This design comes from an exercise in tuning for small area on the open sky130 flow, not from production work. At most, simulation tests tie the RTL to the original design; equivalence was not proved. For run 2, only the layout was checked, not whether the RTL still works.

==> flow/design.v (outline; a module is shown in full before it is edited, if it fits) <==
// module cordic_fa: 6 lines
// module cordic_ha: 6 lines
// module cordic_cct: 6 lines
// module cordic_cci: 6 lines
// module cordic_pipelined: 1600 lines
module cordic_pipelined(clk, z0, xn, yn);
  // ...
==> flow/flow/run.sh <==
#!/bin/bash
# The standard layout (standard.sh: ORFS from synthesis through finish), with two changes:
#  - the input/output port buffers are made from the smallest buffer cell;
#  - synthesis maps the logic with an area-oriented ABC script (flow/abc_area_map.script)
#    in place of ORFS's abc_speed.script. Everything else in synthesis is ORFS's own
#    (run from a copy of ORFS's scripts folder in which only that one file differs).
set -e
rm -rf orfs_scripts
cp -r "$FLOW_HOME/scripts" orfs_scripts
cp flow/abc_area_map.script orfs_scripts/abc_speed.script
export SCRIPTS_DIR="$PWD/orfs_scripts"
export BUFFER_PORTS_ARGS="-buffer_cell sky130_fd_sc_hd__buf_1"
cp standard.sh standard_sh.txt
bash standard.sh > standard.log 2>&1
==> flow/flow/abc_area_map.script <==
strash
dch
map -a
strash
dch
map -a
topo
stime -c
buffer -c
upsize -c
dnsize -c
==> flow/standard.sh <==
#!/bin/bash
# synth_recipe.tcl (not shown) runs the flow's synth.tcl, then flattens the netlist and writes it again
# the make line also repeats each setting of config.mk as NAME=value (left out here)
make -C /OpenROAD-flow-scripts/flow DESIGN_CONFIG=/design/flow/config.mk WORK_HOME=/design/flow/orfs CLKGATE_MAP_FILE= SYNTH_SCRIPT=/design/flow/synth_recipe.tcl "${@:-finish}"
==> flow/config.mk <==
export PLATFORM = sky130hd
export DESIGN_NAME = cordic_pipelined
export DESIGN_NICKNAME = cordic_pipelined
export VERILOG_FILES = /design/flow/design.v
export SDC_FILE = /design/flow/constraint.sdc
export NUM_CORES = 4
export LEC_CHECK = 0
export CAP_MARGIN = 20
export CORE_MARGIN = 2
export CORE_UTILIZATION = 60
export CTS_BUF_LIST = sky130_fd_sc_hd__clkbuf_8
export CTS_CLUSTER_DIAMETER = 100
export CTS_CLUSTER_SIZE = 18
export SLEW_MARGIN = 20
export SYNTH_HIERARCHICAL = 1
==> flow/constraint.sdc <==
create_clock -name core_clock -period 5.0 [get_ports {clk}]
set_input_delay 1.0000 -clock core_clock [delete_from_list [all_inputs] [get_ports {clk}]]
set_output_delay 1.0000 -clock core_clock [all_outputs]
set_load 0.01 [all_outputs]
==> summary.txt, run 1 <==
GRT Residual Overflow=0; r2r startpoint=d6_p6; Pre-Repair DR Iteration Count=6; tap cells=285; Hold Path Sink=d_r2[0]; Worst Reg2Reg Path Length in Cells=12; outcome=timing/DRC/antenna clean; die area=24200 um2; skew final=between 0.015 and 0.02 ns; worst hold path class=flip-flop to flip-flop; DRT iter0 DRCs=around 800; Core Region=22600 um2; crit end category=flip-flop; final core utilization=~66%; met1 usage=32.9%; Clock Path Buffers=3; Worst Path Required=5.42 ns; Seq/total area=roughly 36%; syn_nets=1556; stages on the worst setup path=12; die width=155 um; synth warn=7; flop-to-flop setup slack=0.13 ns; footprint of the multi-input gates=7690 um2; number of synthesized register bits=267; critical path fanouts, max=4; Inst Count DP=1673; final hold violations=0; worst skew pair latency=0.53 ns; drt via density=around 5.5; simple-gate share of the synthesized area=7.60%; DRT antenna net count=0; Startpoint Class=flip-flop; max_slew headroom=38.5%; Buf+Inv Stages, Crit Path=1; setup violators final=0
==> run 2: changes to the inputs <==
--- a/flow/design.v
+++ b/flow/design.v
@@ -658,50 +658,50 @@
   wire ynh10;
   wire ynh11;
   wire ynh12;
   wire ynh13;
   wire ynh14;
   wire ynh15;
   wire ynh16;
   wire ynh17;
-  localparam [63:0] TX0 = 64'ha94e9770a94e9770;
-  localparam [63:0] TY0 = 64'h055c3be0055c3be0;
-  localparam [63:0] TX1 = 64'h00127e8af31cf3ba;
-  localparam [63:0] TY1 = 64'h066d96e5a0b58e80;
-  localparam [63:0] TX2 = 64'hf26f6930acb57e4a;
-  localparam [63:0] TY2 = 64'ha3b77c90aec35325;
-  localparam [63:0] TX3 = 64'h5da6a2ff5f4765bf;
-  localparam [63:0] TY3 = 64'h5cf3fb5f552030df;
-  localparam [63:0] TX4 = 64'hf77fddb5adbbfeef;
-  localparam [63:0] TY4 = 64'h511544d0f4dd5775;
-  localparam [63:0] TX5 = 64'hf9dc286a56143b9f;
-  localparam [63:0] TY5 = 64'h5c46be3f03829dc5;
-  localparam [63:0] TX6 = 64'h0ada788a511e5b50;
-  localparam [63:0] TY6 = 64'haf4f1eef08870d0a;
-  localparam [63:0] TX7 = 64'h5bc9d79009eb93da;
-  localparam [63:0] TY7 = 64'h0d6c41caac7dc94f;
-  localparam [63:0] TX8 = 64'h561fdca0053bf86a;
-  localparam [63:0] TY8 = 64'h038546faa09d5e3f;
-  localparam [63:0] TX9 = 64'ha88fc54a52a3f115;
-  localparam [63:0] TY9 = 64'hfee5602f0bf95880;
-  localparam [63:0] TX10 = 64'h09dfe5b00da7fb90;
-  localparam [63:0] TY10 = 64'hac4570daa4f15dca;
-  localparam [63:0] TX11 = 64'hfa6a5a10085a565f;
-  localparam [63:0] TY11 = 64'h5f3f0f8aae0f0305;
+  localparam [63:0] TX0 = 64'ha94e9773a94e9773;
+  localparam [63:0] TY0 = 64'h455c3be2455c3be2;
+  localparam [63:0] TX1 = 64'h00127e88331cf3bb;
+  localparam [63:0] TY1 = 64'h466d96e620b58e80;
+  localparam [63:0] TX2 = 64'h326f6933ecb57e48;
+  localparam [63:0] TY2 = 64'h23b77c91eec35326;
+  localparam [63:0] TX3 = 64'hdda6a2ffdf4765bf;
+  localparam [63:0] TY3 = 64'hdcf3fb5d552030dd;
+  localparam [63:0] TX4 = 64'h777fddb7edbbfeee;
+  localparam [63:0] TY4 = 64'h111544d174dd5777;
+  localparam [63:0] TX5 = 64'hb9dc286a56143b9d;
+  localparam [63:0] TY5 = 64'hdc46be3f03829dc4;
+  localparam [63:0] TX6 = 64'h8ada7888111e5b51;
+  localparam [63:0] TY6 = 64'hef4f1eee88870d08;
+  localparam [63:0] TX7 = 64'h9bc9d79189eb93d9;
+  localparam [63:0] TY7 = 64'hcd6c41c8ec7dc94c;
+  localparam [63:0] TX8 = 64'h561fdca2453bf86a;
+  localparam [63:0] TY8 = 64'h038546fb209d5e3f;
+  localparam [63:0] TX9 = 64'ha88fc54812a3f115;
+  localparam [63:0] TY9 = 64'hfee5602e8bf95880;
+  localparam [63:0] TX10 = 64'h89dfe5b3cda7fb91;
+  localparam [63:0] TY10 = 64'hec4570d964f15dc8;
+  localparam [63:0] TX11 = 64'hba6a5a11885a565d;
+  localparam [63:0] TY11 = 64'hdf3f0f88ee0f0304;
   localparam [63:0] TX12 = 64'h01ebf3ea57cfd780;
   localparam [63:0] TY12 = 64'ha87d597f016541ea;
   localparam [63:0] TX13 = 64'hfee6dac0035b677f;
   localparam [63:0] TY13 = 64'h57734f6aa90d3115;
-  localparam [63:0] TX14 = 64'hf642cffa5ff3426f;
-  localparam [63:0] TY14 = 64'h532b655f05592b35;
-  localparam [63:0] TX15 = 64'h0f66ee75ae7766f0;
-  localparam [63:0] TY15 = 64'ha5337710f711335a;
-  localparam [63:0] TX16 = 64'hf67ef66ff66f7e6f;
-  localparam [63:0] TY16 = 64'h5317533553351735;
+  localparam [63:0] TX14 = 64'h7642cffbdff3426e;
+  localparam [63:0] TY14 = 64'h132b655d45592b37;
+  localparam [63:0] TX15 = 64'hcf66ee77ee7766f3;
+  localparam [63:0] TY15 = 64'h6533771177113359;
+  localparam [63:0] TX16 = 64'h767ef66e766f7e6e;
+  localparam [63:0] TY16 = 64'h1317533713351737;
   localparam [63:0] TX17 = 64'h0000800000010000;
   localparam [63:0] TY17 = 64'haaaaeaaaaaa8aaaa;
   wire [5:0] ta_c5 = {d5_p5,d4_p5,d3_p5,d2_p5,d1_p5,d0_p5};
   wire [5:0] ta_c6 = {d5_p6,d4_p6,d3_p6,d2_p6,d1_p6,d0_p6};
   assign lx0 = TX0[ta_c5];
   assign lx1 = TX1[ta_c5];
   assign lx2 = TX2[ta_c5];
   assign lx3 = TX3[ta_c5];
==> summary.txt, run 2 <==
number of synthesized register bits=267 (unchanged); largest cells by area after synthesis=dfxtp_1 (38%), fa_1 (21%), xor2_1 (6.8%); drt via density=5.61 (+2.8%); cell chain of the critical path=xor2_2, xor2_1, fa_1, fa_1, fa_1, fa_1, fa_1, fa_1, fa_1, inv_1, fa_1, fa_1; CTS clock-pin slew for the worst setup and hold paths=0.10 ns; vias in the first global route=9759; Post-synth EDFFs=0; Die H=156 um; Buf+Inv Stages, Crit Path=1 (unchanged); worst skew pair latency=0.55 ns (+0.02 ns); critical path fanouts, max=3 (-1); Top Family by Delay on Critical Path=adder cells; synth warn=7 (unchanged); critical path arrival=5.33 ns; first-pass GRT wire length=51.2 mm; most frequent cells in the layout=dfxtp_1 (262), fa_1 (144), inv_1 (141); DRT antenna net count=0 (unchanged); H-tree level count=1; max_slew headroom=43.1% (+4.7 points); Final HPWL DP=25.9 mm; top flop regs=z1_r1 x11, z3_r2 x9; via count=9491; Crit Path Category=flip-flop to flip-flop; cell taking the most area after synthesis=dfxtp_1; die area=24400 um2 (+1.2%); row count=55; Mean Syn Cell Area=10.4 um2; largest net degree at the start of global routing=34; # clock sinks=267; Worst Reg2Reg Path Length in Cells=12 (unchanged); area grow syn2layout=6.64%; footprint of the multi-input gates=7760 um2 (+0.91%); depth of the worst hold-timing path=0; fmax=204 MHz; die width=156 um (+0.58%); nets=1641; Pins Over Slew Limit=0; Clock Path Buffers=3 (unchanged); initial antenna violation count=0; gr usage total=27.2%; max incr delay on CP=~0.52 ns; postcts setup bufs=0; DRT iter0 DRCs=681 (-13%); total wire length=~33 mm; setup_tns=0 ns; share of cells above drive strength 1=7.95%; Core Region=22700 um2 (+0.61%); Hold Path Sink=d7_p6; CTS tree=done; ANT cells=0; post-synthesis sequential area ratio=38.4%; worst hold path class=flip-flop to flip-flop; root buffer cell=clkbuf_8; Startpoint Class=flip-flop; max reg flops=11; crit end category=flip-flop; final hold violations=0 (unchanged); wire per inst=19.2 um; Largest Register=z1_r1; outcome=timing/DRC/antenna clean; Worst Path Required=5.43 ns (about the same); Placer Congestion=0.948; Synth Cell Area=13900 um2; most common cell after layout, fill and taps aside=dfxtp_1; # fillers=around 1800; most frequent cell after synthesis=dfxtp_1; Synth Flop Type=dfxtp_1; DRC viols=0; Initial Utilization=approximately 61%; cell seen most often among critical-path stages=fa_1; number of port buffers=49; GRT Residual Overflow=0 (unchanged); Post-synth top cells=dfxtp_1 (267), fa_1 (147), inv_1 (143), nor2_1 (112), xor2_1 (108); Hold Crit Start=d7_p5; io pins=50; total CTS buffers=18; Final period util=98.0%; flop-to-flop setup slack=0.1 ns (-0.03 ns); skew final=0.0475 ns (+0.0290 ns); Slew @ Worst Pin=approximately 0.85 ns; setup violators final=0 (unchanged); syn_nets=1575 (+1.2%); register area=5350 um2; final worst path period need=between 4 and 5 ns; r2r startpoint=d8_p8; worst reg2reg path endpoint=ay9_s1_p9; Post-synth ARST share=0%; maxcap violations=0; cells after synthesis=1342; Critical-path top delay cell=fa_1; Pre-Repair DR Iteration Count=7 (+1); pre-CTS setup slack=0.0143 ns; Netlist cell types=between 50 and 60; top-area cell type share of the netlist area=38.4%; setup ws final=0.0999 ns
[run 2: stage by stage]
stage               hold WS (ns)  cells  instance area [um2]  utilization [%]
floorplan                  0.310   1342                13900                -
global placement           0.310   1673                14500             64.0
detailed placement         0.312   1673                14500             64.0
CTS                        0.305   1693                14800             65.2
global route               0.317   1693                14800             65.4
finish                     0.298   1693                14800             65.4
[run 2: cells by family (layout without fill, tap and decap cells)]
family / count (synthesis) / count (layout) / synth area share [%]
DFF: 267 / 267 / 38.4
adders and majority gates: 219 / 219 / 27.6
xor gates and xnor gates: 140 / 140 / 8.81
AOI/OAI and AO/OA: 244 / 244 / 10.7
buffers and inverters: 202 / 268 / 6.19
and+or+nand+nor: 270 / 270 / 8.25
[run 2: repair_timing]
action / CTS / global route
cloned: 0 / 0
pin swaps: 0 / 2
gates resized for setup: 4 / 15
hold buffers: 0 / 0
endpoints found under the setup margin: 2 / 10
endpoints found under the hold margin: 0 / 0
[run 2: layout make-up]
class,count,area share [%]
clock buffer,18,1.67
inverter,155,4.00
clock inverter,2,0.0927
multi-input combinational,873,52.3
timing repair buffer,93,3.50
tap,285,2.40
sequential,267,36.1
[run 2: worst max-delay path by stage]
stage | from | end | slack [ns] | cells after the start
global placement | d6_p7 | ay8_s2_p8 | 0.12 | 12
global route | d8_p8 | ay9_s1_p9 | -0.04 | 12
floorplan | f_p7 | ay8_s2_p8 | 0.006 | 12
CTS | ax8_s17_p10 | yn[17] | 0.02 | 10
detailed placement | d6_p6 | ay7_s1_p7 | 0.01 | 12
finish | d8_p8 | ay9_s1_p9 | 0.1 | 12
[run 2: modules after synthesis (local to each module, per instance)]
module / cells / copies in the design / flops+latches / cell area (um2)
cordic_fa: 1 / 144 / 0 / 20.0
cordic_pipelined: 1198 / 1 / 267 / 11000
[run 2: routing by layer]
metal	wire [um]	GRT usage, %
met2	17100	50.1
met1	12300	31.8
met5	0	0
met4	1580	12.3
met3	1610	3.07

## afterwards: timing with drivers on the ports
Ports are ideal in the flow. The routed layouts listed here were re-timed in OpenROAD.
Step 1 (the two cells are an assumption about what drives the block):
set clk [get_ports {clk}]
set_driving_cell -lib_cell sky130_fd_sc_hd__clkbuf_16 $clk
set_driving_cell -lib_cell sky130_fd_sc_hd__buf_2 [delete_from_list [all_inputs] $clk]
Step 2 times the ports against the registers' clock, not the clock port: input delays grow and output delays shrink by t, the midpoint of the rising clock arrivals with the driver on.
a / b / c = ideal ports / drivers / drivers and shift; a / b = the first two.
run	t, ns	setup slack, ns	worst setup path after step 2	worst data-port slew with drivers (ns)
run 1	0.568	0.134 / 0.133 / 0.134	register to register	0.04
run 2	0.570	0.100 / 0.100 / 0.100	register to register	0.04
After both steps setup and hold are still met in every run listed.
